This is an optimization exercise on Yosys and OpenROAD, whose aim is small area and a short achievable clock period, not a production implementation. Where RTL was checked, it was by simulation tests only, not by an equivalence proof against the original. For run 1, only the layout was checked, not whether the RTL still works. No activity file was given, so power comes from the tool's default toggle rates.

==> design/flow/flow/run.sh <==
#!/bin/bash
# Standard ORFS flow (the standard.sh), with the port buffers made of
# sky130_fd_sc_hd__buf_2 instead of buffer_ports' default cell.
set -o pipefail
export BUFFER_PORTS_ARGS="-buffer_cell sky130_fd_sc_hd__buf_2"
bash standard.sh finish 2>&1 | tee standard_flow.log
==> design/flow/standard.sh <==
#!/bin/bash
# synth_recipe.tcl (not shown) runs the flow's synth.tcl, then flattens the netlist and writes it again
# the make line also repeats each setting of config.mk as NAME=value (left out here)
make -C /OpenROAD-flow-scripts/flow DESIGN_CONFIG=/design/flow/config.mk WORK_HOME=/design/flow/orfs CLKGATE_MAP_FILE= SYNTH_SCRIPT=/design/flow/synth_recipe.tcl "${@:-finish}"
==> design/flow/config.mk <==
export PLATFORM = sky130hd
export DESIGN_NAME = mac
export DESIGN_NICKNAME = mac
export VERILOG_FILES = /design/flow/design.v
export SDC_FILE = /design/flow/constraint.sdc
export NUM_CORES = 4
export LEC_CHECK = 0
export CAP_MARGIN = 20
export CORE_MARGIN = 2
export CORE_UTILIZATION = 60
export SETUP_SLACK_MARGIN = 1.5
export SLEW_MARGIN = 20
export SYNTH_HIERARCHICAL = 1
==> design/flow/constraint.sdc <==
create_clock -name core_clock -period 6.5 [get_ports {clk}]
set_input_delay 1.3000 -clock core_clock [delete_from_list [all_inputs] [get_ports {clk}]]
set_output_delay 1.3000 -clock core_clock [all_outputs]
set_load 0.01 [all_outputs]
==> design/flow/design.v <==
module mac_fa(input a, input b, input c, output s, output co);
  assign s = a ^ b ^ c;
  assign co = (a & b) | (a & c) | (b & c);
endmodule
module mac_x3(input a, input b, input c, output s);
  assign s = a ^ b ^ c;
endmodule
module mac_mj(input a, input b, input c, output co);
  assign co = (a & b) | (a & c) | (b & c);
endmodule
module mac_xor(input a, input b, output s);
  assign s = a ^ b;
endmodule
module mac(A, B, C, D, clk, reset, Acc);
  input [7:0] A, B, C, D;
  input clk, reset;
  output [31:0] Acc;
  reg [31:0] R;
  reg [1:0] V;
  reg [8:0] W;
  wire p_A0B0 = ~(A[0] & B[0]);
  wire p_A0B1 = ~(A[0] & B[1]);
  wire p_A0B2 = ~(A[0] & B[2]);
  wire p_A0B3 = ~(A[0] & B[3]);
  wire p_A0B4 = ~(A[0] & B[4]);
  wire p_A0B5 = ~(A[0] & B[5]);
  wire p_A0B6 = ~(A[0] & B[6]);
  wire p_A0B7 = ~(A[0] & B[7]);
  wire p_A1B0 = ~(A[1] & B[0]);
  wire p_A1B1 = ~(A[1] & B[1]);
  wire p_A1B2 = ~(A[1] & B[2]);
  wire p_A1B3 = ~(A[1] & B[3]);
  wire p_A1B4 = ~(A[1] & B[4]);
  wire p_A1B5 = ~(A[1] & B[5]);
  wire p_A1B6 = ~(A[1] & B[6]);
  wire p_A1B7 = ~(A[1] & B[7]);
  wire p_A2B0 = ~(A[2] & B[0]);
  wire p_A2B1 = ~(A[2] & B[1]);
  wire p_A2B2 = ~(A[2] & B[2]);
  wire p_A2B3 = ~(A[2] & B[3]);
  wire p_A2B4 = ~(A[2] & B[4]);
  wire p_A2B5 = ~(A[2] & B[5]);
  wire p_A2B6 = ~(A[2] & B[6]);
  wire p_A2B7 = ~(A[2] & B[7]);
  wire p_A3B0 = ~(A[3] & B[0]);
  wire p_A3B1 = ~(A[3] & B[1]);
  wire p_A3B2 = ~(A[3] & B[2]);
  wire p_A3B3 = ~(A[3] & B[3]);
  wire p_A3B4 = ~(A[3] & B[4]);
  wire p_A3B5 = ~(A[3] & B[5]);
  wire p_A3B6 = ~(A[3] & B[6]);
  wire p_A3B7 = ~(A[3] & B[7]);
  wire p_A4B0 = ~(A[4] & B[0]);
  wire p_A4B1 = ~(A[4] & B[1]);
  wire p_A4B2 = ~(A[4] & B[2]);
  wire p_A4B3 = ~(A[4] & B[3]);
  wire p_A4B4 = ~(A[4] & B[4]);
  wire p_A4B5 = ~(A[4] & B[5]);
  wire p_A4B6 = ~(A[4] & B[6]);
  wire p_A4B7 = ~(A[4] & B[7]);
  wire p_A5B0 = ~(A[5] & B[0]);
  wire p_A5B1 = ~(A[5] & B[1]);
  wire p_A5B2 = ~(A[5] & B[2]);
  wire p_A5B3 = ~(A[5] & B[3]);
  wire p_A5B4 = ~(A[5] & B[4]);
  wire p_A5B5 = ~(A[5] & B[5]);
  wire p_A5B6 = ~(A[5] & B[6]);
  wire p_A5B7 = ~(A[5] & B[7]);
  wire p_A6B0 = ~(A[6] & B[0]);
  wire p_A6B1 = ~(A[6] & B[1]);
  wire p_A6B2 = ~(A[6] & B[2]);
  wire p_A6B3 = ~(A[6] & B[3]);
  wire p_A6B4 = ~(A[6] & B[4]);
  wire p_A6B5 = ~(A[6] & B[5]);
  wire p_A6B6 = ~(A[6] & B[6]);
  wire p_A6B7 = ~(A[6] & B[7]);
  wire p_A7B0 = ~(A[7] & B[0]);
  wire p_A7B1 = ~(A[7] & B[1]);
  wire p_A7B2 = ~(A[7] & B[2]);
  wire p_A7B3 = ~(A[7] & B[3]);
  wire p_A7B4 = ~(A[7] & B[4]);
  wire p_A7B5 = ~(A[7] & B[5]);
  wire p_A7B6 = ~(A[7] & B[6]);
  wire p_A7B7 = ~(A[7] & B[7]);
  wire p_C0D0 = ~(C[0] & D[0]);
  wire p_C0D1 = ~(C[0] & D[1]);
  wire p_C0D2 = ~(C[0] & D[2]);
  wire p_C0D3 = ~(C[0] & D[3]);
  wire p_C0D4 = ~(C[0] & D[4]);
  wire p_C0D5 = ~(C[0] & D[5]);
  wire p_C0D6 = ~(C[0] & D[6]);
  wire p_C0D7 = ~(C[0] & D[7]);
  wire p_C1D0 = ~(C[1] & D[0]);
  wire p_C1D1 = ~(C[1] & D[1]);
  wire p_C1D2 = ~(C[1] & D[2]);
  wire p_C1D3 = ~(C[1] & D[3]);
  wire p_C1D4 = ~(C[1] & D[4]);
  wire p_C1D5 = ~(C[1] & D[5]);
  wire p_C1D6 = ~(C[1] & D[6]);
  wire p_C1D7 = ~(C[1] & D[7]);
  wire p_C2D0 = ~(C[2] & D[0]);
  wire p_C2D1 = ~(C[2] & D[1]);
  wire p_C2D2 = ~(C[2] & D[2]);
  wire p_C2D3 = ~(C[2] & D[3]);
  wire p_C2D4 = ~(C[2] & D[4]);
  wire p_C2D5 = ~(C[2] & D[5]);
  wire p_C2D6 = ~(C[2] & D[6]);
  wire p_C2D7 = ~(C[2] & D[7]);
  wire p_C3D0 = ~(C[3] & D[0]);
  wire p_C3D1 = ~(C[3] & D[1]);
  wire p_C3D2 = ~(C[3] & D[2]);
  wire p_C3D3 = ~(C[3] & D[3]);
  wire p_C3D4 = ~(C[3] & D[4]);
  wire p_C3D5 = ~(C[3] & D[5]);
  wire p_C3D6 = ~(C[3] & D[6]);
  wire p_C3D7 = ~(C[3] & D[7]);
  wire p_C4D0 = ~(C[4] & D[0]);
  wire p_C4D1 = ~(C[4] & D[1]);
  wire p_C4D2 = ~(C[4] & D[2]);
  wire p_C4D3 = ~(C[4] & D[3]);
  wire p_C4D4 = ~(C[4] & D[4]);
  wire p_C4D5 = ~(C[4] & D[5]);
  wire p_C4D6 = ~(C[4] & D[6]);
  wire p_C4D7 = ~(C[4] & D[7]);
  wire p_C5D0 = ~(C[5] & D[0]);
  wire p_C5D1 = ~(C[5] & D[1]);
  wire p_C5D2 = ~(C[5] & D[2]);
  wire p_C5D3 = ~(C[5] & D[3]);
  wire p_C5D4 = ~(C[5] & D[4]);
  wire p_C5D5 = ~(C[5] & D[5]);
  wire p_C5D6 = ~(C[5] & D[6]);
  wire p_C5D7 = ~(C[5] & D[7]);
  wire p_C6D0 = ~(C[6] & D[0]);
  wire p_C6D1 = ~(C[6] & D[1]);
  wire p_C6D2 = ~(C[6] & D[2]);
  wire p_C6D3 = ~(C[6] & D[3]);
  wire p_C6D4 = ~(C[6] & D[4]);
  wire p_C6D5 = ~(C[6] & D[5]);
  wire p_C6D6 = ~(C[6] & D[6]);
  wire p_C6D7 = ~(C[6] & D[7]);
  wire p_C7D0 = ~(C[7] & D[0]);
  wire p_C7D1 = ~(C[7] & D[1]);
  wire p_C7D2 = ~(C[7] & D[2]);
  wire p_C7D3 = ~(C[7] & D[3]);
  wire p_C7D4 = ~(C[7] & D[4]);
  wire p_C7D5 = ~(C[7] & D[5]);
  wire p_C7D6 = ~(C[7] & D[6]);
  wire p_C7D7 = ~(C[7] & D[7]);
  wire s1, c2;
  wire s3, c4;
  wire s5, c6;
  wire s7, c8;
  wire s9, c10;
  wire s11, c12;
  wire s13, c14;
  wire s15, c16;
  wire s17, c18;
  wire s19, c20;
  wire s21, c22;
  wire s23, c24;
  wire s25, c26;
  wire s27, c28;
  wire s29, c30;
  wire s31, c32;
  wire s33, c34;
  wire s35, c36;
  wire s37, c38;
  wire s39, c40;
  wire s41, c42;
  wire s43, c44;
  wire s45, c46;
  wire s47, c48;
  wire s49, c50;
  wire s51, c52;
  wire s53, c54;
  wire s55, c56;
  wire s57, c58;
  wire s59, c60;
  wire s61, c62;
  wire s63, c64;
  wire s65, c66;
  wire s67, c68;
  wire s69, c70;
  wire s71, c72;
  wire s73, c74;
  wire s75, c76;
  wire s77, c78;
  wire s79, c80;
  wire s81, c82;
  wire s83, c84;
  wire s85, c86;
  wire s87, c88;
  wire s89, c90;
  wire s91, c92;
  wire s93, c94;
  wire s95, c96;
  wire s97, c98;
  wire s99, c100;
  wire s101, c102;
  wire s103, c104;
  wire s105, c106;
  wire s107, c108;
  wire s109, c110;
  wire s111, c112;
  wire s113, c114;
  wire s115, c116;
  wire s117, c118;
  wire s119, c120;
  wire s121, c122;
  wire s123, c124;
  wire s125, c126;
  wire s127, c128;
  wire s129, c130;
  wire s131, c132;
  wire s133, c134;
  wire s135, c136;
  wire s137, c138;
  wire s139, c140;
  wire s141, c142;
  wire s143, c144;
  wire s145, c146;
  wire s147, c148;
  wire s149, c150;
  wire s151, c152;
  wire s153, c154;
  wire s155, c156;
  wire s157, c158;
  wire s159, c160;
  wire s161, c162;
  wire s163, c164;
  wire s165, c166;
  wire s167, c168;
  wire s169, c170;
  wire s171, c172;
  wire s173, c174;
  wire s175, c176;
  wire s177, c178;
  wire s179, c180;
  wire s181, c182;
  wire s183, c184;
  wire s185, c186;
  wire s187, c188;
  wire s189, c190;
  wire s191, c192;
  wire s193, c194;
  wire s195, c196;
  wire s197, c198;
  wire s199, c200;
  wire s201, c202;
  wire s203, c204;
  wire s205, c206;
  wire s207, c208;
  wire s209, c210;
  wire s211, c212;
  wire s213, c214;
  wire s215, c216;
  wire s217, c218;
  wire s219, c220;
  wire s221, c222;
  wire s223, c224;
  wire s225, c226;
  wire s227, c228;
  wire s229, c230;
  wire s231, c232;
  wire s233, c234;
  wire s235, c236;
  wire s237, c238;
  wire s239, c240;
  wire s241, c242;
  wire s243, c244;
  wire s245, c246;
  wire s247, c248;
  wire s249, c250;
  wire s251, c252;
  wire s253, c254;
  wire s255, c256;
  wire s257, c258;
  wire s259, c260;
  wire s261, c262;
  wire [31:0] x = {R[31], R[30], R[29], R[28], R[27], R[26], R[25], R[24], R[23], R[22], R[21], R[20], R[19], R[18], R[17], s261, ~s259, ~s255, ~s247, ~s235, ~s219, c176, c148, c118, c88, s87, ~s61, s41, s25, s13, ~s3, (C[0] & D[0])};
  wire [31:0] y = {1'b0, 1'b0, 1'b0, 1'b0, 1'b0, 1'b0, 1'b0, 1'b0, 1'b0, 1'b0, 1'b0, V[1], 1'b0, 1'b0, c262, ~c260, ~c256, ~c248, ~c236, ~c220, ~c200, ~s199, s175, s147, s117, 1'b0, ~s59, ~s39, ~s23, ~s11, ~s5, ~s1};
  mac_xor u_s1 (R[0], p_A0B0, s1);
  assign c2 = R[0] & ~p_A0B0;
  mac_fa u_s3 (~R[1], p_A0B1, p_A1B0, s3, c4);
  mac_fa u_s5 (p_C0D1, p_C1D0, ~c2, s5, c6);
  mac_fa u_s7 (~R[2], p_A0B2, p_A1B1, s7, c8);
  mac_fa u_s9 (p_A2B0, p_C0D2, p_C1D1, s9, c10);
  mac_fa u_s11 (p_C2D0, c4, s7, s11, c12);
  mac_xor u_s13 (s9, c6, s13);
  assign c14 = ~s9 & ~c6;
  mac_fa u_s15 (~R[3], p_A0B3, p_A1B2, s15, c16);
  mac_fa u_s17 (p_A2B1, p_A3B0, p_C0D3, s17, c18);
  mac_fa u_s19 (p_C1D2, p_C2D1, p_C3D0, s19, c20);
  mac_fa u_s21 (c8, c10, s15, s21, c22);
  mac_fa u_s23 (s17, s19, ~c14, s23, c24);
  mac_xor u_s25 (c12, s21, s25);
  assign c26 = ~c12 & ~s21;
  mac_fa u_s27 (~R[4], p_A0B4, p_A1B3, s27, c28);
  mac_fa u_s29 (p_A2B2, p_A3B1, p_A4B0, s29, c30);
  mac_fa u_s31 (p_C0D4, p_C1D3, p_C2D2, s31, c32);
  mac_fa u_s33 (p_C3D1, p_C4D0, c16, s33, c34);
  mac_fa u_s35 (c18, c20, s27, s35, c36);
  mac_fa u_s37 (s29, s31, s33, s37, c38);
  mac_fa u_s39 (c22, s35, ~c26, s39, c40);
  mac_xor u_s41 (c24, s37, s41);
  assign c42 = ~c24 & ~s37;
  mac_fa u_s43 (~R[5], p_A0B5, p_A1B4, s43, c44);
  mac_fa u_s45 (p_A2B3, p_A3B2, p_A4B1, s45, c46);
  mac_fa u_s47 (p_A5B0, p_C0D5, p_C1D4, s47, c48);
  mac_fa u_s49 (p_C2D3, p_C3D2, p_C4D1, s49, c50);
  mac_fa u_s51 (p_C5D0, c28, c30, s51, c52);
  mac_fa u_s53 (c32, s43, s45, s53, c54);
  mac_fa u_s55 (s47, s49, c34, s55, c56);
  mac_fa u_s57 (c36, s51, s53, s57, c58);
  mac_fa u_s59 (s55, c38, s57, s59, c60);
  mac_xor u_s61 (c42, c40, s61);
  assign c62 = c42 & ~c40;
  mac_fa u_s63 (R[6], V[0], (A[0] & B[6]), s63, c64);
  mac_fa u_s65 (p_A1B5, p_A2B4, p_A3B3, s65, c66);
  mac_fa u_s67 (p_A4B2, p_A5B1, p_A6B0, s67, c68);
  mac_fa u_s69 (p_C0D6, p_C1D5, p_C2D4, s69, c70);
  mac_fa u_s71 (p_C3D3, p_C4D2, p_C5D1, s71, c72);
  mac_fa u_s73 (p_C6D0, c44, c46, s73, c74);
  mac_fa u_s75 (c48, c50, s65, s75, c76);
  mac_fa u_s77 (s67, s69, s71, s77, c78);
  mac_fa u_s79 (~s63, c52, c54, s79, c80);
  mac_fa u_s81 (s73, s75, s77, s81, c82);
  mac_fa u_s83 (c56, s79, c58, s83, c84);
  mac_x3 u_s85 (s81, ~c62, c60, s85);
  mac_mj u_c86 (s81, ~c62, c60, c86);
  mac_xor u_s87 (s83, s85, s87);
  assign c88 = ~s83 & ~s85;
  mac_fa u_s89 (R[7], W[0], (A[0] & B[7]), s89, c90);
  mac_fa u_s91 (p_A1B6, p_A2B5, p_A3B4, s91, c92);
  mac_fa u_s93 (p_A4B3, p_A5B2, p_A6B1, s93, c94);
  mac_fa u_s95 (p_A7B0, p_C0D7, p_C1D6, s95, c96);
  mac_fa u_s97 (p_C2D5, p_C3D4, p_C4D3, s97, c98);
  mac_fa u_s99 (p_C5D2, p_C6D1, p_C7D0, s99, c100);
  mac_fa u_s101 (c66, c68, c70, s101, c102);
  mac_fa u_s103 (c72, s91, ~c64, s103, c104);
  mac_fa u_s105 (s93, s95, s97, s105, c106);
  mac_fa u_s107 (s99, ~s89, c74, s107, c108);
  mac_fa u_s109 (c76, c78, s101, s109, c110);
  mac_fa u_s111 (s103, s105, s107, s111, c112);
  mac_fa u_s113 (c80, c82, s109, s113, c114);
  mac_x3 u_s115 (s111, c84, s113, s115);
  mac_mj u_c116 (s111, c84, s113, c116);
  mac_xor u_s117 (s115, c86, s117);
  assign c118 = ~s115 & ~c86;
  mac_fa u_s119 (R[8], W[1], (A[1] & B[7]), s119, c120);
  mac_fa u_s121 (p_A2B6, p_A3B5, p_A4B4, s121, c122);
  mac_fa u_s123 (p_A5B3, p_A6B2, p_A7B1, s123, c124);
  mac_fa u_s125 (p_C1D7, p_C2D6, p_C3D5, s125, c126);
  mac_fa u_s127 (p_C4D4, p_C5D3, p_C6D2, s127, c128);
  mac_fa u_s129 (p_C7D1, c92, c94, s129, c130);
  mac_fa u_s131 (c96, c98, c100, s131, c132);
  mac_fa u_s133 (s121, s123, ~c90, s133, c134);
  mac_fa u_s135 (s125, s127, ~s119, s135, c136);
  mac_fa u_s137 (c102, c104, s129, s137, c138);
  mac_fa u_s139 (c106, s131, s133, s139, c140);
  mac_fa u_s141 (s135, c108, c110, s141, c142);
  mac_x3 u_s143 (s137, s139, c112, s143);
  mac_mj u_c144 (s137, s139, c112, c144);
  mac_x3 u_s145 (s141, c114, s143, s145);
  mac_mj u_c146 (s141, c114, s143, c146);
  mac_xor u_s147 (s145, c116, s147);
  assign c148 = ~s145 & ~c116;
  mac_fa u_s149 (R[9], W[2], (A[2] & B[7]), s149, c150);
  mac_fa u_s151 (p_A3B6, p_A4B5, p_A5B4, s151, c152);
  mac_fa u_s153 (p_A6B3, p_A7B2, p_C2D7, s153, c154);
  mac_fa u_s155 (p_C3D6, p_C4D5, p_C5D4, s155, c156);
  mac_fa u_s157 (p_C6D3, p_C7D2, c122, s157, c158);
  mac_fa u_s159 (c124, c126, c128, s159, c160);
  mac_fa u_s161 (s151, s153, ~c120, s161, c162);
  mac_fa u_s163 (s155, ~s149, c130, s163, c164);
  mac_fa u_s165 (c132, s157, c134, s165, c166);
  mac_fa u_s167 (s159, c136, s161, s167, c168);
  mac_fa u_s169 (s163, c138, s165, s169, c170);
  mac_x3 u_s171 (c140, s167, c142, s171);
  mac_mj u_c172 (c140, s167, c142, c172);
  mac_x3 u_s173 (s169, s171, c144, s173);
  mac_mj u_c174 (s169, s171, c144, c174);
  mac_xor u_s175 (c146, s173, s175);
  assign c176 = ~c146 & ~s173;
  mac_fa u_s177 (R[10], W[3], (A[3] & B[7]), s177, c178);
  mac_fa u_s179 (p_A4B6, p_A5B5, p_A6B4, s179, c180);
  mac_fa u_s181 (p_A7B3, p_C3D7, p_C4D6, s181, c182);
  mac_fa u_s183 (p_C5D5, p_C6D4, p_C7D3, s183, c184);
  mac_fa u_s185 (c152, c154, c156, s185, c186);
  mac_fa u_s187 (s179, s181, ~c150, s187, c188);
  mac_fa u_s189 (s183, ~s177, c158, s189, c190);
  mac_fa u_s191 (c160, c162, s185, s191, c192);
  mac_fa u_s193 (s187, c164, s189, s193, c194);
  mac_fa u_s195 (c166, c168, s191, s195, c196);
  mac_x3 u_s197 (s193, c170, s195, s197);
  mac_mj u_c198 (s193, c170, s195, c198);
  mac_x3 u_s199 (c172, s197, c174, s199);
  mac_mj u_c200 (c172, s197, c174, c200);
  mac_fa u_s201 (R[11], W[4], (A[4] & B[7]), s201, c202);
  mac_fa u_s203 (p_A5B6, p_A6B5, p_A7B4, s203, c204);
  mac_fa u_s205 (p_C4D7, p_C5D6, p_C6D5, s205, c206);
  mac_fa u_s207 (p_C7D4, c180, c182, s207, c208);
  mac_fa u_s209 (c184, s203, ~c178, s209, c210);
  mac_fa u_s211 (s205, ~s201, c186, s211, c212);
  mac_fa u_s213 (s207, c188, s209, s213, c214);
  mac_fa u_s215 (c190, s211, c192, s215, c216);
  mac_x3 u_s217 (s213, c194, s215, s217);
  mac_mj u_c218 (s213, c194, s215, c218);
  mac_x3 u_s219 (c196, s217, c198, s219);
  mac_mj u_c220 (c196, s217, c198, c220);
  mac_fa u_s221 (R[12], W[5], (A[5] & B[7]), s221, c222);
  mac_fa u_s223 (p_A6B6, p_A7B5, p_C5D7, s223, c224);
  mac_fa u_s225 (p_C6D6, p_C7D5, c204, s225, c226);
  mac_fa u_s227 (c206, s223, ~c202, s227, c228);
  mac_fa u_s229 (~s221, c208, s225, s229, c230);
  mac_fa u_s231 (c210, s227, c212, s231, c232);
  mac_x3 u_s233 (s229, c214, s231, s233);
  mac_mj u_c234 (s229, c214, s231, c234);
  mac_x3 u_s235 (c216, s233, c218, s235);
  mac_mj u_c236 (c216, s233, c218, c236);
  mac_fa u_s237 (R[13], W[6], (A[6] & B[7]), s237, c238);
  mac_fa u_s239 (p_A7B6, p_C6D7, p_C7D6, s239, c240);
  mac_fa u_s241 (c224, s239, ~c222, s241, c242);
  mac_fa u_s243 (~s237, c226, c228, s243, c244);
  mac_fa u_s245 (s241, c230, s243, s245, c246);
  mac_x3 u_s247 (c232, s245, c234, s247);
  mac_mj u_c248 (c232, s245, c234, c248);
  mac_fa u_s249 (R[14], W[7], (A[7] & B[7]), s249, c250);
  mac_fa u_s251 (p_C7D7, c240, ~c238, s251, c252);
  mac_fa u_s253 (~s249, c242, s251, s253, c254);
  mac_x3 u_s255 (c244, s253, c246, s255);
  mac_mj u_c256 (c244, s253, c246, c256);
  mac_fa u_s257 (R[15], W[8], c250, s257, c258);
  mac_fa u_s259 (c252, ~s257, c254, s259, c260);
  mac_xor u_s261 (R[16], c258, s261);
  assign c262 = R[16] & c258;
  wire [6:0] blk0 = x[5:0] + y[5:0];
  wire [4:0] blk2 = x[19:16] + y[19:16];
  wire [12:0] blk3 = x[31:20] + y[31:20];
  wire [31:0] Rt = R ^ 32'h00000000;
  wire [31:0] vv = {1'b0, 1'b0, 1'b0, 1'b0, 1'b0, 1'b0, 1'b0, 1'b0, 1'b0, 1'b0, 1'b0, V[1], 1'b0, 1'b0, 1'b0, 1'b0, 1'b0, 1'b0, 1'b0, 1'b0, 1'b0, 1'b0, 1'b0, 1'b0, 1'b0, V[0], 1'b0, 1'b0, 1'b0, 1'b0, 1'b0, 1'b0};
  wire [31:0] wv = {1'b0, 1'b0, 1'b0, 1'b0, 1'b0, 1'b0, 1'b0, 1'b0, 1'b0, 1'b0, 1'b0, 1'b0, 1'b0, 1'b0, 1'b0, 1'b0, W[8], W[7], W[6], W[5], W[4], W[3], W[2], W[1], W[0], 1'b0, 1'b0, 1'b0, 1'b0, 1'b0, 1'b0, 1'b0} ^ 32'h00000000;
  assign Acc = Rt + (vv | wv);
  always @(posedge clk, negedge reset)
    if (reset == 0) begin
      R <= 32'h00000000;
      V <= 0;
      W <= 9'h0;
    end else begin
      R <= {blk3[11], blk3[10], blk3[9], blk3[8], blk3[7], blk3[6], blk3[5], blk3[4], blk3[3], blk3[2], blk3[1], blk3[0], blk2[3], blk2[2], blk2[1], blk2[0], x[15], x[14], x[13], x[12], x[11], x[10], x[9], x[8], x[7], x[6], blk0[5], blk0[4], blk0[3], blk0[2], blk0[1], blk0[0]};
      V <= {blk2[4], blk0[6]};
      W <= {y[15], y[14], y[13], y[12], y[11], y[10], y[9], y[8], y[7]};
    end
endmodule
==> impl_metrics.ini, run 1 <==
[synth]
syn_inst = 568
ys_seq_area_share_pct = 18.2
async_flop_share_pct = 100
synthFlopType = dfrtp_1
synth_area_mm2 = 0.00590
avgSynthCellArea_um2 = 10.4
yosys-top-cells-area = fa_1 (37%), dfrtp_1 (18%), nand2_1 (8.5%)
yosysWarnings = 7
synth_cell_types = 42
synth_top_area_cell = fa_1
yosysTopAreaCellShare_pct = 37.3
synth_nets = 732
synth_edf_count = 0
synth-seq-cells = 43

[worst_setup_path]
r2r-end = W[4]$_DFF_PN0_
cp.required_ns = 6.74
path_depth = 10
r2r_start = R[5]$_DFF_PN0_
cp_max_fo = 9
path_delay_family = adder cells
start_kind = primary input
path_class = in2reg
crit_path_frequent_cell = fa_1
reg2regPathDepth = 9
r2r_setup_slack_ns = 3.19
crit_arrival_ns = 4.42
crit_chain = buf_2 -> nand2_1 -> fa_1 -> fa_1 -> fa_1 -> fa_1 -> maj3_2 -> maj3_2 -> maj3_2 -> inv_1
max_stage_delay_ns = 0.46
crit_slowest_cell = fa_1
cp-end-kind = register
crit_path_start = A[0]
worst-path-buf-inv = 2

[timing]
clock_skew_ns = 0.0103
worst_slew_pin_slew_ns = 0.562
relSlewSlack_pct = 62.6
slew_violations = 0
final.min_clock_period_ns = 4.18
finalCritPeriodShare_pct = 64.2
setup_viol = 0
rsz0062_at_grt = no
finalHoldViolCount = 0
finalSetupTns_ns = 0
fmax_ghz = 0.239

[finish]
post-route-util_pct = 66.1
syn2layout_area_growth_pct = 7.97
layout.nets = 774
drive_above_1_share_pct = 15.4
antennaDiodeCount = 0
design_area_mm2 = 0.00637

[global_route]
grt_pass1_wl_um = 22300
grtUsageTotal_pct = 28.2
grt_max_degree = 44
grt_overflow = 0
antenna_found_initial = 0
grt_pass1_vias = 4569

[die]
coreArea_mm2 = 0.00964
rows = 36
fp.dieH_um = 103
die_area_mm2 = 0.0106
die_w_um = 103
io_pins = 66
start_util_pct = 61.2

[route]
wl_per_cell_um = 18.4
drt_first_pass_iters = 5
ant_nets = 0
drt-total-wl_um = 13700
drtIter0Drc = 156
drc = 0
vias = 4135
vias_per_cell = 5.56

[flow_run]
max-cap-violations = 0

[power_and_ir_drop]
finalPower_mw = 4.22
p_int_mw = 2.38
max-vdd-ir-drop_mv = 0.532
netSwitchingFraction_pct = 43.5
p_seq_share_pct = 12.9
p_comb_share_pct = 82.1
power.density_mw_per_mm2 = 662
switchingPower_mw = 1.84
p_leak_nw = 2.91
clock_power_share_pct = 5.0

[clock_tree]
path_clk_slew_ns = 0.08
htreeDepth = 2
cts_buffers = 5
cts_hold_buf = 0
cts_tree = built
clk_latency_ns = 0.30
clock_sinks = 43
cts_resized = 0
cts_setup_buffers = 0
clock-root-buffer = clkbuf_8
clk_path_buf_depth = 2

[placement]
dp_hpwl_um = 11300
dpl_cell_area_mm2 = 0.00625
gp_congestion = 0.932
portBuffers = 65

[worst_hold_path]
hold_depth = 1
hold_start = R[31]$_DFF_PN0_
hp-class = reg2reg
worstHoldEndpoint = R[31]$_DFF_PN0_

[run_status]
outcome = finished clean
metrics by stage:
step | hold slack (ns) | std cells | worst slack, ns
after floorplan | 0.465 | 568 | 2.15
after global placement | 0.480 | 736 | 2.05
after detailed placement | 0.492 | 736 | 2.01
after CTS | 0.508 | 744 | 2.32
after global routing | 0.531 | 744 | 2.20
final | 0.504 | 744 | 2.32
synth_stat cells (9+ instances only):
master	n
a21oi_1	9
and2_1	12
clkbuf_1	23
dfrtp_1	43
fa_1	110
ha_1	20
inv_1	56
maj3_2	14
nand2_1	133
nand3_1	10
nor2_1	19
xnor2_1	26
xor2_1	23
xor3_1	14
worst register-to-register path, stage by stage (launching register included):
cell     delay, ns
dfrtp_1       0.34
inv_1         0.08
fa_1          0.47
fa_1          0.43
fa_1          0.46
fa_1          0.42
maj3_2        0.35
maj3_2        0.34
maj3_2        0.31
inv_1         0.05
cell type report:
cell class                      instances  area (um^2)
Clock buffer                            5         68.8
Clock inverter                          3         43.8
Fill cell                             829         3270
Inverter                               56          210
Multi-Input combinational cell        439         4480
Sequential cell                        43         1080
Tap cell                              133          166
Timing Repair Buffer                   65          328
logic make-up (layout without fill, tap and decap cells):
| group | count (synthesis) | after routing | synth area share, % |
|---|---|---|---|
| adders and majority gates | 144 | 144 | 44.2 |
| DFF | 43 | 43 | 18.2 |
| and+or+nand+nor | 194 | 194 | 14.0 |
| buffers and inverters | 86 | 129 | 5.87 |
| xor gates and xnor gates | 63 | 63 | 12.9 |
| AOI/OAI and AO/OA | 38 | 38 | 4.73 |
flip-flops by register name (all words and copies together) (netlist names):
signal and cells:
R 32, V 2, W 9
metal layers:
layer / wire [um] / vias to the layer above / track usage [%]
met5: 0 / - / 0
met4: 343 / 0 / 7.59
li1: - / 1847 / -
met3: 875 / 32 / 6.03
met1: 5450 / 2114 / 35.4
met2: 7030 / 142 / 49.9
modules after synthesis, one instance, submodules excluded:
module	cells inside	flip-flops and latches	area (um^2)
mac_fa	1	0	20.0
mac_mj	1	0	11.3
mac	423	43	3180
mac_xor	1	0	8.76
mac_x3	1	0	23.8
how the worst max path moves through the flow:
| stage | to |
|---|---|
| 2_1_floorplan | W[4]$_DFF_PN0_ |
| 3_3_place_gp | W[3]$_DFF_PN0_ |
| 3_5_place_dp | W[3]$_DFF_PN0_ |
| 4_1_cts | W[4]$_DFF_PN0_ |
| 5_1_grt | W[4]$_DFF_PN0_ |
| 6_report | W[4]$_DFF_PN0_ |
power groups by stage:
| stage | Combinational [mW] | Sequential, mW | Clock, mW |
|---|---|---|---|
| 2_1_floorplan | 2.77 | 0.517 | 0 |
| 3_3_place_gp | 3.39 | 0.545 | 0 |
| 3_5_place_dp | 3.45 | 0.550 | 0 |
| 4_1_cts | 3.49 | 0.546 | 0.220 |
| 5_1_grt | 3.88 | 0.561 | 0.226 |
| 6_report | 3.46 | 0.543 | 0.212 |
cells in the final DEF, fill, tap and decap left out, types with 2 or more instances in the layout:
cell	synthesis	final
a21boi_0	2	2
a21o_1	6	6
a21oi_1	9	9
and2_1	12	12
and3_1	3	3
and4_1	3	3
buf_2	1	64
clkbuf_8	0	5
dfrtp_1	43	43
fa_1	110	110
ha_1	20	20
inv_1	56	56
maj3_2	14	14
nand2_1	133	133
nand3_1	10	10
nand4_1	4	4
nor2_1	19	19
nor2b_1	2	2
nor3_1	3	3
o2111ai_1	2	2
o21a_1	2	2
o21ai_0	4	4
o21bai_1	2	2
or2_2	2	2
xnor2_1	26	26
xor2_1	23	23
xor3_1	14	14
==> run 2: changes to the inputs <==
--- a/design/flow/design.v
+++ b/design/flow/design.v
@@ -279,9 +279,9 @@
   wire s261, c262;
-  wire [31:0] x = {R[31], R[30], R[29], R[28], R[27], R[26], R[25], R[24], R[23], R[22], R[21], R[20], R[19], R[18], R[17], s261, ~s259, ~s255, ~s247, ~s235, ~s219, c176, c148, c118, c88, s87, ~s61, s41, s25, s13, ~s3, (C[0] & D[0])};
-  wire [31:0] y = {1'b0, 1'b0, 1'b0, 1'b0, 1'b0, 1'b0, 1'b0, 1'b0, 1'b0, 1'b0, 1'b0, V[1], 1'b0, 1'b0, c262, ~c260, ~c256, ~c248, ~c236, ~c220, ~c200, ~s199, s175, s147, s117, 1'b0, ~s59, ~s39, ~s23, ~s11, ~s5, ~s1};
+  wire [31:0] x = {R[31], R[30], R[29], R[28], R[27], R[26], R[25], R[24], R[23], R[22], R[21], R[20], R[19], R[18], ~R[17], s261, s259, s255, s247, s235, s219, c176, c148, c118, c88, s87, ~s61, s41, s25, s13, ~s3, (C[0] & D[0])};
+  wire [31:0] y = {1'b0, 1'b0, 1'b0, 1'b0, 1'b0, 1'b0, 1'b0, 1'b0, 1'b0, 1'b0, 1'b0, V[1], 1'b0, 1'b0, c262, ~c260, c256, c248, c236, c220, c200, s199, s175, s147, s117, 1'b0, ~s59, ~s39, ~s23, ~s11, ~s5, s1};
   mac_xor u_s1 (R[0], p_A0B0, s1);
-  assign c2 = R[0] & ~p_A0B0;
-  mac_fa u_s3 (~R[1], p_A0B1, p_A1B0, s3, c4);
+  assign c2 = ~R[0] & ~p_A0B0;
+  mac_fa u_s3 (R[1], p_A0B1, p_A1B0, s3, c4);
   mac_fa u_s5 (p_C0D1, p_C1D0, ~c2, s5, c6);
-  mac_fa u_s7 (~R[2], p_A0B2, p_A1B1, s7, c8);
+  mac_fa u_s7 (R[2], p_A0B2, p_A1B1, s7, c8);
   mac_fa u_s9 (p_A2B0, p_C0D2, p_C1D1, s9, c10);
@@ -290,3 +290,3 @@
   assign c14 = ~s9 & ~c6;
-  mac_fa u_s15 (~R[3], p_A0B3, p_A1B2, s15, c16);
+  mac_fa u_s15 (R[3], p_A0B3, p_A1B2, s15, c16);
   mac_fa u_s17 (p_A2B1, p_A3B0, p_C0D3, s17, c18);
@@ -297,3 +297,3 @@
   assign c26 = ~c12 & ~s21;
-  mac_fa u_s27 (~R[4], p_A0B4, p_A1B3, s27, c28);
+  mac_fa u_s27 (R[4], p_A0B4, p_A1B3, s27, c28);
   mac_fa u_s29 (p_A2B2, p_A3B1, p_A4B0, s29, c30);
@@ -306,3 +306,3 @@
   assign c42 = ~c24 & ~s37;
-  mac_fa u_s43 (~R[5], p_A0B5, p_A1B4, s43, c44);
+  mac_fa u_s43 (R[5], p_A0B5, p_A1B4, s43, c44);
   mac_fa u_s45 (p_A2B3, p_A3B2, p_A4B1, s45, c46);
@@ -384,3 +384,3 @@
   assign c176 = ~c146 & ~s173;
-  mac_fa u_s177 (R[10], W[3], (A[3] & B[7]), s177, c178);
+  mac_fa u_s177 (W[3], ~R[10], p_A3B7, s177, c178);
   mac_fa u_s179 (p_A4B6, p_A5B5, p_A6B4, s179, c180);
@@ -389,4 +389,4 @@
   mac_fa u_s185 (c152, c154, c156, s185, c186);
-  mac_fa u_s187 (s179, s181, ~c150, s187, c188);
-  mac_fa u_s189 (s183, ~s177, c158, s189, c190);
+  mac_fa u_s187 (s177, s179, ~c150, s187, c188);
+  mac_fa u_s189 (s181, s183, c158, s189, c190);
   mac_fa u_s191 (c160, c162, s185, s191, c192);
@@ -398,8 +398,8 @@
   mac_mj u_c200 (c172, s197, c174, c200);
-  mac_fa u_s201 (R[11], W[4], (A[4] & B[7]), s201, c202);
+  mac_fa u_s201 (R[11], W[4], p_A4B7, s201, c202);
   mac_fa u_s203 (p_A5B6, p_A6B5, p_A7B4, s203, c204);
   mac_fa u_s205 (p_C4D7, p_C5D6, p_C6D5, s205, c206);
-  mac_fa u_s207 (p_C7D4, c180, c182, s207, c208);
-  mac_fa u_s209 (c184, s203, ~c178, s209, c210);
-  mac_fa u_s211 (s205, ~s201, c186, s211, c212);
+  mac_fa u_s207 (p_C7D4, c178, c180, s207, c208);
+  mac_fa u_s209 (c182, c184, s201, s209, c210);
+  mac_fa u_s211 (s203, s205, c186, s211, c212);
   mac_fa u_s213 (s207, c188, s209, s213, c214);
@@ -410,7 +410,7 @@
   mac_mj u_c220 (c196, s217, c198, c220);
-  mac_fa u_s221 (R[12], W[5], (A[5] & B[7]), s221, c222);
+  mac_fa u_s221 (R[12], W[5], p_A5B7, s221, c222);
   mac_fa u_s223 (p_A6B6, p_A7B5, p_C5D7, s223, c224);
-  mac_fa u_s225 (p_C6D6, p_C7D5, c204, s225, c226);
-  mac_fa u_s227 (c206, s223, ~c202, s227, c228);
-  mac_fa u_s229 (~s221, c208, s225, s229, c230);
+  mac_fa u_s225 (p_C6D6, p_C7D5, c202, s225, c226);
+  mac_fa u_s227 (c204, c206, s221, s227, c228);
+  mac_fa u_s229 (s223, c208, s225, s229, c230);
   mac_fa u_s231 (c210, s227, c212, s231, c232);
@@ -420,6 +420,6 @@
   mac_mj u_c236 (c216, s233, c218, c236);
-  mac_fa u_s237 (R[13], W[6], (A[6] & B[7]), s237, c238);
+  mac_fa u_s237 (R[13], W[6], p_A6B7, s237, c238);
   mac_fa u_s239 (p_A7B6, p_C6D7, p_C7D6, s239, c240);
-  mac_fa u_s241 (c224, s239, ~c222, s241, c242);
-  mac_fa u_s243 (~s237, c226, c228, s243, c244);
+  mac_fa u_s241 (c222, c224, s237, s241, c242);
+  mac_fa u_s243 (s239, c226, c228, s243, c244);
   mac_fa u_s245 (s241, c230, s243, s245, c246);
@@ -427,5 +427,5 @@
   mac_mj u_c248 (c232, s245, c234, c248);
-  mac_fa u_s249 (R[14], W[7], (A[7] & B[7]), s249, c250);
-  mac_fa u_s251 (p_C7D7, c240, ~c238, s251, c252);
-  mac_fa u_s253 (~s249, c242, s251, s253, c254);
+  mac_fa u_s249 (R[14], W[7], p_A7B7, s249, c250);
+  mac_fa u_s251 (p_C7D7, c238, c240, s251, c252);
+  mac_fa u_s253 (s249, c242, s251, s253, c254);
   mac_x3 u_s255 (c244, s253, c246, s255);
@@ -433,5 +433,5 @@
   mac_fa u_s257 (R[15], W[8], c250, s257, c258);
-  mac_fa u_s259 (c252, ~s257, c254, s259, c260);
+  mac_fa u_s259 (c252, s257, c254, s259, c260);
   mac_xor u_s261 (R[16], c258, s261);
-  assign c262 = R[16] & c258;
+  assign c262 = ~R[16] & ~c258;
   wire [6:0] blk0 = x[5:0] + y[5:0];
@@ -439,5 +439,5 @@
   wire [12:0] blk3 = x[31:20] + y[31:20];
-  wire [31:0] Rt = R ^ 32'h00000000;
+  wire [31:0] Rt = R ^ 32'h0003f83f;
   wire [31:0] vv = {1'b0, 1'b0, 1'b0, 1'b0, 1'b0, 1'b0, 1'b0, 1'b0, 1'b0, 1'b0, 1'b0, V[1], 1'b0, 1'b0, 1'b0, 1'b0, 1'b0, 1'b0, 1'b0, 1'b0, 1'b0, 1'b0, 1'b0, 1'b0, 1'b0, V[0], 1'b0, 1'b0, 1'b0, 1'b0, 1'b0, 1'b0};
-  wire [31:0] wv = {1'b0, 1'b0, 1'b0, 1'b0, 1'b0, 1'b0, 1'b0, 1'b0, 1'b0, 1'b0, 1'b0, 1'b0, 1'b0, 1'b0, 1'b0, 1'b0, W[8], W[7], W[6], W[5], W[4], W[3], W[2], W[1], W[0], 1'b0, 1'b0, 1'b0, 1'b0, 1'b0, 1'b0, 1'b0} ^ 32'h00000000;
+  wire [31:0] wv = {1'b0, 1'b0, 1'b0, 1'b0, 1'b0, 1'b0, 1'b0, 1'b0, 1'b0, 1'b0, 1'b0, 1'b0, 1'b0, 1'b0, 1'b0, 1'b0, W[8], W[7], W[6], W[5], W[4], W[3], W[2], W[1], W[0], 1'b0, 1'b0, 1'b0, 1'b0, 1'b0, 1'b0, 1'b0} ^ 32'h0000fc00;
   assign Acc = Rt + (vv | wv);
@@ -445,7 +445,7 @@
     if (reset == 0) begin
-      R <= 32'h00000000;
+      R <= 32'h0003f83f;
       V <= 0;
-      W <= 9'h0;
+      W <= 9'h1f8;
     end else begin
-      R <= {blk3[11], blk3[10], blk3[9], blk3[8], blk3[7], blk3[6], blk3[5], blk3[4], blk3[3], blk3[2], blk3[1], blk3[0], blk2[3], blk2[2], blk2[1], blk2[0], x[15], x[14], x[13], x[12], x[11], x[10], x[9], x[8], x[7], x[6], blk0[5], blk0[4], blk0[3], blk0[2], blk0[1], blk0[0]};
+      R <= {blk3[11], blk3[10], blk3[9], blk3[8], blk3[7], blk3[6], blk3[5], blk3[4], blk3[3], blk3[2], blk3[1], blk3[0], blk2[3], blk2[2], ~blk2[1], ~blk2[0], x[15], x[14], x[13], x[12], x[11], x[10], x[9], x[8], x[7], x[6], ~blk0[5], ~blk0[4], ~blk0[3], ~blk0[2], ~blk0[1], ~blk0[0]};
       V <= {blk2[4], blk0[6]};
--- a/design/flow/config.mk
+++ b/design/flow/config.mk
@@ -9,3 +9,3 @@
 export CORE_MARGIN = 2
-export CORE_UTILIZATION = 60
+export CORE_UTILIZATION = 75
 export SETUP_SLACK_MARGIN = 1.5
==> impl_metrics.ini, run 2 <==
[clock_tree]
htreeDepth = 2
clock-root-buffer = clkbuf_8
cts_setup_buffers = 0
path_clk_slew_ns = 0.09
cts_buffers = 5
cts_hold_buf = 0
clock_sinks = 43
cts_resized = 0
clk_path_buf_depth = 2
clk_latency_ns = 0.32
cts_tree = built

[synth]
synth_edf_count = 0
synth_area_mm2 = 0.00591
ys_seq_area_share_pct = 18.6
synth_top_family_by_area = adder cells
async_flop_share_pct = 100
yosys.area_share.simple_pct = 12.5
synthAdderAreaFrac_pct = 44.2
synth_nets = 727
yosysTopAreaCellShare_pct = 37.3
yosys-top-cells-area = fa_1 (37%), dfrtp_1 (10%), nand2_1 (8.5%)
avgSynthCellArea_um2 = 10.5
synthFlopType = dfrtp_1
yosysWarnings = 7
syn_inst = 563
synth-seq-cells = 43
yosysMostFrequentCell = nand2_1
synthXorXnorAreaFrac_pct = 13.0
synth_compound_area_share_pct = 5.52
ys_top_cells_by_count = nand2_1 (134), fa_1 (110), inv_1 (50), clkbuf_1 (33), xor2_1 (28)
synth_top_area_cell = fa_1
synthMuxAreaShare_pct = 0
synth_cell_types = 40

[worst_setup_path]
r2r_start = R[3]$_DFF_PN1_
cp-end-kind = primary output
start_kind = register
path_class = reg2out
crit_path_start = V[0]$_DFF_PN0_
cp.required_ns = 5.20
cp_max_fo = 5
crit_arrival_ns = 2.89

[timing]
worst_slew_pin_slew_ns = 0.578
finalCritPeriodShare_pct = 64.5
finalSetupTns_ns = 0
rsz0062_at_grt = no
clock_skew_ns = 0.0194
finalWorstSetupSlack_ns = 2.31
finalHoldViolCount = 0
fmax_ghz = 0.239
relSlewSlack_pct = 61.5
final.min_clock_period_ns = 4.19
setup_viol = 0
slew_violations = 0

[finish]
final_cell_mix = nand2_1 (134), fa_1 (110), buf_2 (64)
syn2layout_area_growth_pct = 6.31
antennaDiodeCount = 0
final_common_cell = nand2_1
fill_cells = 458
reg.largest.list = R x32, W x9, V x2
drive_above_1_share_pct = 19.1
regMostFlops = R
layout.nets = 761
design_area_mm2 = 0.00628
seqCellArea_mm2 = 0.00110
post-route-util_pct = 81.7
largest_reg_flops = 32
multi_input_area_mm2 = 0.00445

[global_route]
grt_max_degree = 44
grt_overflow = 0
grtUsageTotal_pct = 32.6
grt_pass1_wl_um = 21300
antenna_found_initial = 0
grt_pass1_vias = 4532

[die]
die_w_um = 92.8
io_pins = 66
start_util_pct = 76.9
coreArea_mm2 = 0.00769
die_area_mm2 = 0.00861
fp.dieH_um = 92.8
rows = 32

[placement]
gp_congestion = 0.944
dpl_cell_area_mm2 = 0.00619
post-place-ws_ns = 2.03
portBuffers = 65
dp_hpwl_um = 10200

[route]
wl_per_cell_um = 17.9
vias_per_cell = 5.90
vias = 4129
drt-total-wl_um = 12600
drt_first_pass_iters = 5
ant_nets = 0
drtIter0Drc = 164
drc = 0

[flow_run]
max-cap-violations = 0

[power_and_ir_drop]
p_leak_nw = 2.86
power.density_mw_per_mm2 = 658
clock_power_share_pct = 4.6
finalPower_mw = 4.13
p_int_mw = 2.40
switchingPower_mw = 1.74
p_comb_share_pct = 80.4
p_seq_share_pct = 15.0
max-vdd-ir-drop_mv = 0.651
netSwitchingFraction_pct = 42.1

[worst_hold_path]
hold_start = R[31]$_DFF_PN0_
hp-class = reg2reg

[run_status]
outcome = finished clean
## run 2: worst max-delay path: stages (launching register included)
cell and delay [ns]:
dfrtp_1 0.42, ha_1 0.20, inv_1 0.06, fa_1 0.39, nand2b_1 0.22, a21oi_4 0.19, o21bai_4 0.11, a2111oi_4 0.48
o21ai_0 0.19, xnor2_1 0.17, buf_2 0.15
## run 2: metrics by stage
step	hold WS, ns	std cells
finish	0.502	700
global placement	0.483	692
floorplan	0.465	563
detailed placement	0.488	692
CTS	0.505	700
global route	0.527	700
## run 2: layout make-up
cell class | instances | share of cell area [%]
multi-input cells | 432 | 70.8
clock buffers | 5 | 1.10
flip-flops and latches | 43 | 17.5
repair buffers | 65 | 5.22
clock inverters | 3 | 0.378
well taps | 102 | 2.03
inverters | 50 | 2.99
## run 2: per-layer routing
metal / vias to the layer above / wire (um) / global-route usage (%)
li1: 1810 / - / -
met3: 42 / 797 / 4.96
met5: - / 0 / 0
met2: 180 / 6690 / 58.1
met4: 0 / 459 / 13.4
met1: 2097 / 4610 / 39.7
## run 2: kinds of logic (layout without fill, tap and decap cells)
kind of cell               Yosys count  after routing
and+or+nand+nor                    181            181
AOI/OAI and AO/OA                   43             43
adders and majority gates          144            144
DFF                                 43             43
buffers and inverters               88            123
xor gates and xnor gates            64             64
## run 2: final timing paths
check | end | slack (ns) | cells past startpoint
setup reg to reg | R[6]$_DFF_PN0_ | 3.25 | 7
hold / removal | R[31]$_DFF_PN0_ | 0.50 | 1
setup / recovery | Acc[28] | 2.31 | 10
max in group asynchronous | R[11]$_DFF_PN1_ | 5.12 | 1
hold reg to reg | R[31]$_DFF_PN0_ | 0.50 | 1
min in group asynchronous | W[1]$_DFF_PN0_ | 0.98 | 1
## run 2: power by group through the flow
stage / sequential, mW / clock, mW / combinational, mW
after global routing: 0.641 / 0.201 / 3.65
after global placement: 0.621 / 0 / 3.18
after detailed placement: 0.626 / 0 / 3.30
final: 0.620 / 0.189 / 3.33
after CTS: 0.621 / 0.195 / 3.34
after floorplan: 0.574 / 0 / 2.70
## run 2: Yosys stat by module, one instance, submodules excluded
module,cells inside,times used
mac_xor,1,10
mac_x3,1,14
mac,418,1
mac_mj,1,14
mac_fa,1,107
==> run 3: changes to the inputs <==
--- a/design/flow/config.mk
+++ b/design/flow/config.mk
@@ -7,5 +7,6 @@
 export LEC_CHECK = 0
+export ABC_AREA = 1
 export CAP_MARGIN = 20
 export CORE_MARGIN = 2
-export CORE_UTILIZATION = 75
+export CORE_UTILIZATION = 60
 export SETUP_SLACK_MARGIN = 1.5
==> impl_metrics.ini, run 3 <==
[route]
drc = 0
vias = 6055
wl_per_cell_um = 15.7
drt_first_pass_iters = 5
drt-total-wl_um = 17700
drtIter0Drc = 480
vias_per_cell = 5.37
ant_nets = 0

[finish]
reg.largest.list = R x32, W x9, V x2
fin_cells = 1128
final_cell_mix = nand2_1 (414), inv_1 (174), fa_1 (110)
seqCellArea_mm2 = 0.00110
layout.nets = 1151
drive_above_1_share_pct = 12.7
regMostFlops = R
syn2layout_area_growth_pct = 8.00
largest_reg_flops = 32
multi_input_area_mm2 = 0.00495
fill_cells = 946
final_common_cell = nand2_1
antennaDiodeCount = 0

[clock_tree]
path_clk_slew_ns = 0.07
cts_buffers = 5
htreeDepth = 2
clock_sinks = 43
cts_resized = 0
cts_setup_buffers = 0
cts_hold_buf = 0
clk_latency_ns = 0.30
cts_tree = built
clock-root-buffer = clkbuf_16
clk_path_buf_depth = 2

[timing]
clock_skew_ns = 0.00611
finalCritPeriodShare_pct = 62.5
setup_viol = 0
rsz0062_at_grt = no
worst_slew_pin_slew_ns = 0.630
relSlewSlack_pct = 58.0
slew_violations = 0
finalWorstSetupSlack_ns = 2.44
final.min_clock_period_ns = 4.06
fmax_ghz = 0.246
finalHoldViolCount = 0
finalSetupTns_ns = 0

[worst_setup_path]
cp.required_ns = 6.73
cp_max_fo = 9
r2r_start = R[3]$_DFF_PN1_
cp-end-kind = register
crit_arrival_ns = 4.29
reg2regPathDepth = 11
r2r_setup_slack_ns = 3.30
path_class = in2reg
start_kind = primary input
crit_path_start = B[0]

[synth]
synth_cell_types = 28
synthFlopType = dfrtp_1
yosysMostFrequentCell = nand2_1
yosysWarnings = 7
yosys-top-cells-area = fa_1 (32%), nand2_1 (23%), inv_1 (9.6%)
synth_area_mm2 = 0.00683
ys_top_cells_by_count = nand2_1 (414), inv_1 (174), fa_1 (110), nand3_1 (42)
synth_nets = 1111
synth_edf_count = 0
yosysTopAreaCellShare_pct = 32.2
async_flop_share_pct = 100
synth-seq-cells = 43
ys_seq_area_share_pct = 16.1
synth_top_area_cell = fa_1
syn_inst = 947
avgSynthCellArea_um2 = 7.21

[global_route]
grt_max_degree = 44
grtUsageTotal_pct = 30.7
grt_overflow = 0
grt_pass1_vias = 6234
antenna_found_initial = 0
grt_pass1_wl_um = 30100

[worst_hold_path]
hold_start = R[30]$_DFF_PN0_
hp-class = reg2reg
hold_depth = 1

[run_status]
outcome = finished clean

[power_and_ir_drop]
max-vdd-ir-drop_mv = 0.700
switchingPower_mw = 2.48
clock_power_share_pct = 6.7
p_leak_nw = 4.00
power.density_mw_per_mm2 = 605
p_comb_share_pct = 80.5
p_seq_share_pct = 12.8
netSwitchingFraction_pct = 55.6
p_int_mw = 1.98
finalPower_mw = 4.46

[placement]
dp_hpwl_um = 14700
portBuffers = 65
post-place-ws_ns = 2.17
dp_cells = 1120
gp_congestion = 0.922

[die]
rows = 38
fp.dieH_um = 111
die_w_um = 111
coreArea_mm2 = 0.0110
start_util_pct = 62.2
io_pins = 66
die_area_mm2 = 0.0123

[flow_run]
max-cap-violations = 0
==> run 3: layer usage <==
metal | vias up | global-route usage, % | routed length [um]
met3 | 54 | 6.23 | 1290
met5 | - | 0 | 0
li1 | 2833 | - | -
met1 | 2893 | 42.0 | 7500
met4 | 0 | 11.8 | 618
met2 | 275 | 48.7 | 8270
==> run 3: power by group through the flow <==
stage | Sequential, mW | Combinational, mW | Clock, mW
global route | 0.589 | 4.11 | 0.317
finish | 0.570 | 3.59 | 0.301
global placement | 0.576 | 3.38 | 0
floorplan | 0.541 | 2.74 | 0
CTS | 0.573 | 3.59 | 0.300
detailed placement | 0.578 | 3.56 | 0
==> run 3: worst paths after layout <==
path,end
min reg2reg,R[30]$_DFF_PN0_
max,R[5]$_DFF_PN1_
max in group asynchronous,R[19]$_DFF_PN0_
min in group asynchronous,R[10]$_DFF_PN0_
max reg2reg,R[5]$_DFF_PN1_
min,R[30]$_DFF_PN0_
==> run 3: modules after synthesis (local to each module, per instance) <==
module	flip-flops and latches	cell area (um^2)	cells inside
mac_x3	0	35.0	9
mac_fa	0	20.0	1
mac	43	3710	608
mac_xor	0	18.8	5
mac_mj	0	21.3	4
==> run 3: kinds of logic after synthesis <==
group / Yosys count / synth area share, %
simple gates: 528 / 32.2
buf+inv: 207 / 11.4
fa+ha+maj: 130 / 35.9
flops: 43 / 16.1
xor+xnor: 26 / 3.33
compound gates: 13 / 1.12
==> run 3: layout make-up <==
cell class                      instances  share of cell area (%)
Multi-Input combinational cell        697                    67.2
Sequential cell                        43                    14.9
Inverter                              175                    8.90
Timing Repair Buffer                   65                    4.44
Tap cell                              140                    2.37
Clock buffer                            6                    2.03
Clock inverter                          2                   0.187
==> run 3: per-stage QoR <==
step	hold WS, ns	area [um^2]	utilization (%)
final	0.532	7380	67.2
after global placement	0.521	7210	65.7
after detailed placement	0.523	7210	65.7
after floorplan	0.484	6830	-
after CTS	0.534	7380	67.2
after global routing	0.554	7380	67.2
==> run 3: worst max-delay path, stage by stage <==
cell and delay (ns):
buf_2 0.20, nand2_1 0.13, fa_1 0.48, fa_1 0.51, or2_2 0.32, fa_1 0.48, inv_1 0.04, ha_1 0.34
nand2_1 0.07, inv_1 0.08, nand4_1 0.08, nand3_1 0.10, xor2_1 0.15
==> run 4: changes to the inputs <==
--- a/design/flow/config.mk
+++ b/design/flow/config.mk
@@ -7,3 +7,2 @@
 export LEC_CHECK = 0
-export ABC_AREA = 1
 export CAP_MARGIN = 20
@@ -11,3 +10,3 @@
 export CORE_UTILIZATION = 60
-export SETUP_SLACK_MARGIN = 1.5
+export SETUP_SLACK_MARGIN = 2.6
 export SLEW_MARGIN = 20
==> impl_metrics.ini, run 4 <==
[finish]
final_common_cell = nand2_1
syn2layout_area_growth_pct = 21.4
final_cell_mix = nand2_1 (112), fa_1 (70), inv_1 (47)
layout.nets = 783
antennaDiodeCount = 0
largest_reg_flops = 32
regMostFlops = R
design_area_mm2 = 0.00717
reg.largest.list = R x32, W x9, V x2
drive_above_1_share_pct = 35.5
fin_cells = 753
fill_cells = 717

[worst_setup_path]
cp-end-kind = primary output
crit_arrival_ns = 2.68
cp_max_fo = 5
cp.required_ns = 5.20
start_kind = register
path_class = reg2out

[timing]
finalHoldViolCount = 0
relSlewSlack_pct = 35.7
final.min_clock_period_ns = 3.98
clock_skew_ns = 0.0108
whs_ns = 0.507
worst_slew_pin_slew_ns = 0.965
rsz0062_at_grt = yes
finalCritPeriodShare_pct = 61.2
finalSetupTns_ns = 0
setup_viol = 0
slew_violations = 0
fmax_ghz = 0.251

[synth]
synth_edf_count = 0
synth_top_area_cell = fa_1
ys_seq_area_share_pct = 18.6
ys_top_cells_by_count = nand2_1 (134), fa_1 (110), inv_1 (50), clkbuf_1 (33), xor2_1 (28)
async_flop_share_pct = 100
yosysTopAreaCellShare_pct = 37.3
yosys-top-cells-area = fa_1 (37%), dfrtp_1 (10%), nand2_1 (8.5%)
synth-seq-cells = 43
yosysMostFrequentCell = nand2_1
synth_nets = 727
syn_inst = 563
synth_area_mm2 = 0.00591
yosysWarnings = 7
avgSynthCellArea_um2 = 10.5
synth_cell_types = 40
synthFlopType = dfrtp_1

[clock_tree]
cts_tree = built
htreeDepth = 2
clk_path_buf_depth = 2
clock-root-buffer = clkbuf_8
clk_latency_ns = 0.31
cts_hold_buf = 0
path_clk_slew_ns = 0.10
clock_sinks = 43
cts_buffers = 5

[placement]
portBuffers = 65
dpl_cell_area_mm2 = 0.00637
dp_hpwl_um = 10800
dp_cells = 723
gp_congestion = 0.883

[route]
drtIter0Drc = 210
vias = 4190
drt-total-wl_um = 13600
ant_nets = 0
wl_per_cell_um = 18.1
vias_per_cell = 5.56
drc = 0
drt_first_pass_iters = 4

[global_route]
grt_max_degree = 44
antenna_found_initial = 0
grtUsageTotal_pct = 27.5
grt_overflow = 0
grt_pass1_wl_um = 21800
grt_pass1_vias = 4465

[die]
die_area_mm2 = 0.0107
start_util_pct = 61.0
fp.dieH_um = 103
rows = 36
coreArea_mm2 = 0.00968
io_pins = 66
die_w_um = 103

[run_status]
outcome = finished clean

[power_and_ir_drop]
p_leak_nw = 3.14
power.density_mw_per_mm2 = 614
max-vdd-ir-drop_mv = 0.861

[flow_run]
max-cap-violations = 0

[worst_hold_path]
hp-class = reg2reg
-- run 4: worst max-delay path, stage by stage, from the launching register on --
cell,delay [ns]
dfrtp_1,0.41
ha_4,0.17
inv_2,0.04
fa_2,0.35
nand2b_4,0.17
a21oi_4,0.18
o21bai_4,0.10
a2111oi_4,0.33
buf_6,0.18
o2111ai_2,0.12
xnor2_1,0.18
buf_2,0.15
-- run 4: worst paths after layout --
path	endpoint	start	depth (start not counted)	slack, ns
worst max-delay path	Acc[30]	R[6]$_DFF_PN0_	11	2.52
worst min-delay path	R[31]$_DFF_PN0_	R[31]$_DFF_PN0_	1	0.51
min in group asynchronous	R[31]$_DFF_PN0_	reset	1	1.13
max in group asynchronous	R[10]$_DFF_PN0_	reset	1	4.76
worst min register to register	R[31]$_DFF_PN0_	R[31]$_DFF_PN0_	1	0.51
worst max register to register	W[2]$_DFF_PN0_	R[7]$_DFF_PN0_	8	3.36
-- run 4: per-module statistics from Yosys (local to each module, per instance) --
module,flip-flops and latches,times used,cells inside,area [um^2]
mac_x3,0,14,1,23.8
mac_mj,0,14,1,11.3
mac_fa,0,107,1,20.0
mac_xor,0,10,1,8.76
mac,43,1,418,3190
-- run 4: timing repair --
action | CTS | global route
endpoints found under the setup margin | 21 | 23
gates resized for setup | 77 | 70
buffers inserted | 11 | 11
pin swaps | 12 | 19
-- run 4: where the power goes --
group / internal [mW] / switching (mW)
Clock: 0.0772 / 0.112
Sequential: 0.495 / 0.128
Combinational: 2.03 / 1.56
Total: 2.61 / 1.80
-- run 4: routing by layer --
metal / track usage (%) / routed length, um / up-vias
met5: 0 / 0 / -
met4: 10.1 / 561 / 0
met3: 2.89 / 637 / 47
met2: 48.4 / 7300 / 138
met1: 35.6 / 5120 / 2147
li1: - / - / 1858
-- run 4: logic make-up (layout without fill, tap and decap cells) --
logic type	count (synthesis)	count (layout)	share of synthesized area, %
AOI/OAI and AO/OA	43	43	5.53
buffers and inverters	88	145	6.14
and+or+nand+nor	181	181	12.5
adders and majority gates	144	144	44.2
DFF	43	43	18.6
xor gates and xnor gates	64	64	13.0
-- run 4: layout make-up --
class | instances | area (um^2) | area share (%)
Timing Repair Buffer | 87 | 803 | 11.2
Clock buffer | 5 | 68.8 | 0.959
Sequential cell | 43 | 1100 | 15.3
Inverter | 50 | 188 | 2.62
Clock inverter | 3 | 23.8 | 0.331
Tap cell | 133 | 166 | 2.32
Multi-Input combinational cell | 432 | 4820 | 67.2
-- run 4: through the flow --
stage                     power, mW  util, %  setup WS, ns
after floorplan                3.38        -          2.33
after global placement         3.90     65.8          2.16
after detailed placement       4.01     65.8          2.10
after CTS                      4.34     70.2          2.54
after global routing           4.84     74.1          2.43
final                          4.41     74.1          2.52
==> run 5: changes to the inputs <==
--- a/design/flow/config.mk
+++ b/design/flow/config.mk
@@ -10,3 +10,3 @@
 export CORE_UTILIZATION = 60
-export SETUP_SLACK_MARGIN = 2.6
+export SETUP_SLACK_MARGIN = 2.45
 export SLEW_MARGIN = 20
==> impl_metrics.ini, run 5 <==
[route]
drc = 0
drt-total-wl_um = 13400
drt_first_pass_iters = 5
ant_nets = 0
vias_per_cell = 5.45
vias = 4029
drtIter0Drc = 137
wl_per_cell_um = 18.1

[worst_hold_path]
hold_depth = 1
hp-class = reg2reg

[flow_run]
max-cap-violations = 0

[synth]
avgSynthCellArea_um2 = 10.5
synth_nets = 727
syn_inst = 563
synth_area_mm2 = 0.00591
yosysMostFrequentCell = nand2_1
ys_seq_area_share_pct = 18.6
synth_top_area_cell = fa_1
yosysWarnings = 7
synth_edf_count = 0
synth_cell_types = 40
synth-seq-cells = 43
synthFlopType = dfrtp_1
ys_top_cells_by_count = nand2_1 (134), fa_1 (110), inv_1 (50), clkbuf_1 (33), xor2_1 (28)
yosys-top-cells-area = fa_1 (37%), dfrtp_1 (10%), nand2_1 (8.5%)
yosysTopAreaCellShare_pct = 37.3
async_flop_share_pct = 100

[global_route]
antenna_found_initial = 0
grt_pass1_vias = 4241
grt_max_degree = 44
grt_overflow = 0
grt_pass1_wl_um = 21300
grtUsageTotal_pct = 27.2

[worst_setup_path]
path_depth = 9
crit_path_frequent_cell = fa_2
cp.required_ns = 6.73
cp-endpoint = W[3]$_DFF_PN1_
worst-path-buf-inv = 2
path_class = in2reg
r2r-end = W[3]$_DFF_PN1_
crit_chain = buf_12 -> and2_4 -> fa_2 -> inv_2 -> fa_2 -> fa_2 -> xor3_1 -> maj3_2 -> xor3_1
crit_arrival_ns = 4.25
r2r_start = R[8]$_DFF_PN0_
cp_max_fo = 7
crit_slowest_cell = fa_2
max_stage_delay_ns = 0.59
cp-end-kind = register
start_kind = primary input
crit_path_start = B[7]
reg2regPathDepth = 7
path_delay_family = adder cells
r2r_setup_slack_ns = 3.26

[finish]
design_area_mm2 = 0.00665
drive_above_1_share_pct = 27.4
syn2layout_area_growth_pct = 12.4
layout.nets = 769
reg.largest.list = R x32, W x9, V x2
final_cell_mix = nand2_1 (128), fa_1 (86), inv_1 (47)
final_common_cell = nand2_1
antennaDiodeCount = 0
largest_reg_flops = 32
regMostFlops = R

[timing]
setup_viol = 0
clock_skew_ns = 0.0160
fmax_ghz = 0.249
finalHoldViolCount = 0
finalSetupTns_ns = 0
final.min_clock_period_ns = 4.02
slew_violations = 0
relSlewSlack_pct = 62.3
rsz0062_at_grt = yes
finalCritPeriodShare_pct = 61.9
worst_slew_pin_slew_ns = 0.566

[clock_tree]
htreeDepth = 2
clk_latency_ns = 0.31
clock_sinks = 43
cts_buffers = 5
cts_hold_buf = 0
clk_path_buf_depth = 2
path_clk_slew_ns = 0.10
clock-root-buffer = clkbuf_8
cts_tree = built

[power_and_ir_drop]
power.density_mw_per_mm2 = 639
max-vdd-ir-drop_mv = 0.594
p_leak_nw = 2.97

[die]
rows = 36
fp.dieH_um = 103
die_w_um = 103
io_pins = 66
start_util_pct = 61.0
die_area_mm2 = 0.0107
coreArea_mm2 = 0.00968

[placement]
portBuffers = 65
gp_congestion = 0.983
dpl_cell_area_mm2 = 0.00629
dp_hpwl_um = 11000

[run_status]
outcome = finished clean
run 5: cell counts after synthesis:
Identical to the previous run, type by type.
run 5: cells by family after synthesis:
| logic type | count (synthesis) | share of synthesized area [%] |
|---|---|---|
| DFF | 43 | 18.6 |
| xor gates and xnor gates | 64 | 13.0 |
| buffers and inverters | 88 | 6.14 |
| adders and majority gates | 144 | 44.2 |
| and+or+nand+nor | 181 | 12.5 |
| AOI/OAI and AO/OA | 43 | 5.53 |
run 5: power by group:
| part | switching, mW | total (mW) | internal (mW) |
|---|---|---|---|
| Combinational | 1.52 | 3.40 | 1.88 |
| Sequential | 0.122 | 0.617 | 0.496 |
| Clock | 0.109 | 0.224 | 0.115 |
| Total | 1.75 | 4.25 | 2.49 |
run 5: layout make-up:
cell class	count	area, um^2
Tap cell	133	166
Clock buffer	5	68.8
Fill cell	811	3040
Clock inverter	3	43.8
Sequential cell	43	1100
Inverter	50	188
Multi-Input combinational cell	432	4600
Timing Repair Buffer	73	478
run 5: per-module statistics from Yosys (local to each module, per instance):
module   copies in the design  flops+latches  cells
mac_mj                     14              0      1
mac_fa                    107              0      1
mac_x3                     14              0      1
mac                         1             43    418
mac_xor                    10              0      1
run 5: timing repair:
item                       CTS  global route
gates cloned                 0             0
pin swaps                    3            22
setup buffers                4             4
setup endpoints to repair    7            19
gates resized for setup      6            68
run 5: through the flow:
stage	worst slack [ns]	hold slack, ns	utilization [%]	instances	power, mW
finish	2.48	0.506	68.6	739	4.25
global route	2.42	0.515	68.6	739	4.63
CTS	2.43	0.511	66.8	735	4.25
detailed placement	2.12	0.497	65.0	723	3.95
global placement	2.14	0.483	65.0	723	3.86
floorplan	2.33	0.465	-	563	3.31
run 5: how the worst min path moves through the flow:
stage | start | to | slack, ns
6_report | R[31]$_DFF_PN0_ | R[31]$_DFF_PN0_ | 0.51
5_1_grt | R[31]$_DFF_PN0_ | R[31]$_DFF_PN0_ | 0.52
4_1_cts | R[31]$_DFF_PN0_ | R[31]$_DFF_PN0_ | 0.51
3_5_place_dp | R[31]$_DFF_PN0_ | R[31]$_DFF_PN0_ | 0.50
3_3_place_gp | R[31]$_DFF_PN0_ | R[31]$_DFF_PN0_ | 0.48
2_1_floorplan | R[31]$_DFF_PN0_ | R[31]$_DFF_PN0_ | 0.46
run 5: metal layers:
metal / track usage (%) / vias to the layer above / routed length [um]
li1: - / 1826 / -
met5: 0 / - / 0
met4: 8.00 / 0 / 352
met1: 33.8 / 2064 / 5300
met2: 49.5 / 115 / 7290
met3: 4.30 / 24 / 459

-- static timing again, ports no longer ideal --
The flow's constraints put no driver on any port. The routed layouts listed below were extracted and timed again, unchanged, in two steps.
Step 1 sets driving cells, clkbuf_16 on the clock port and buf_2 on the other inputs (assumed; they add their load-dependent delay and slew).
Step 2 times the ports against the registers' clock, not the clock port: input delays grow and output delays shrink by t, the midpoint of the rising clock arrivals with the driver on.
Slacks: no drivers / after step 1 / after step 2; pairs: no drivers / after step 1.
run	shift t [ns]	setup WS [ns]	worst setup path after step 2
run 1	0.330	2.324 / 2.329 / 1.999	input to register
run 2	0.345	2.308 / 2.275 / 2.040	input to register
run 3	0.338	2.441 / 2.458 / 2.120	input to register
run 4	0.340	2.523 / 2.489 / 2.206	input to register
run 5	0.336	2.478 / 2.461 / 2.126	input to register
After both steps setup and hold are still met in every run listed. The setup slack of run 5, which loses most, moves by -0.017 ns with the drivers and by -0.352 ns with both steps.
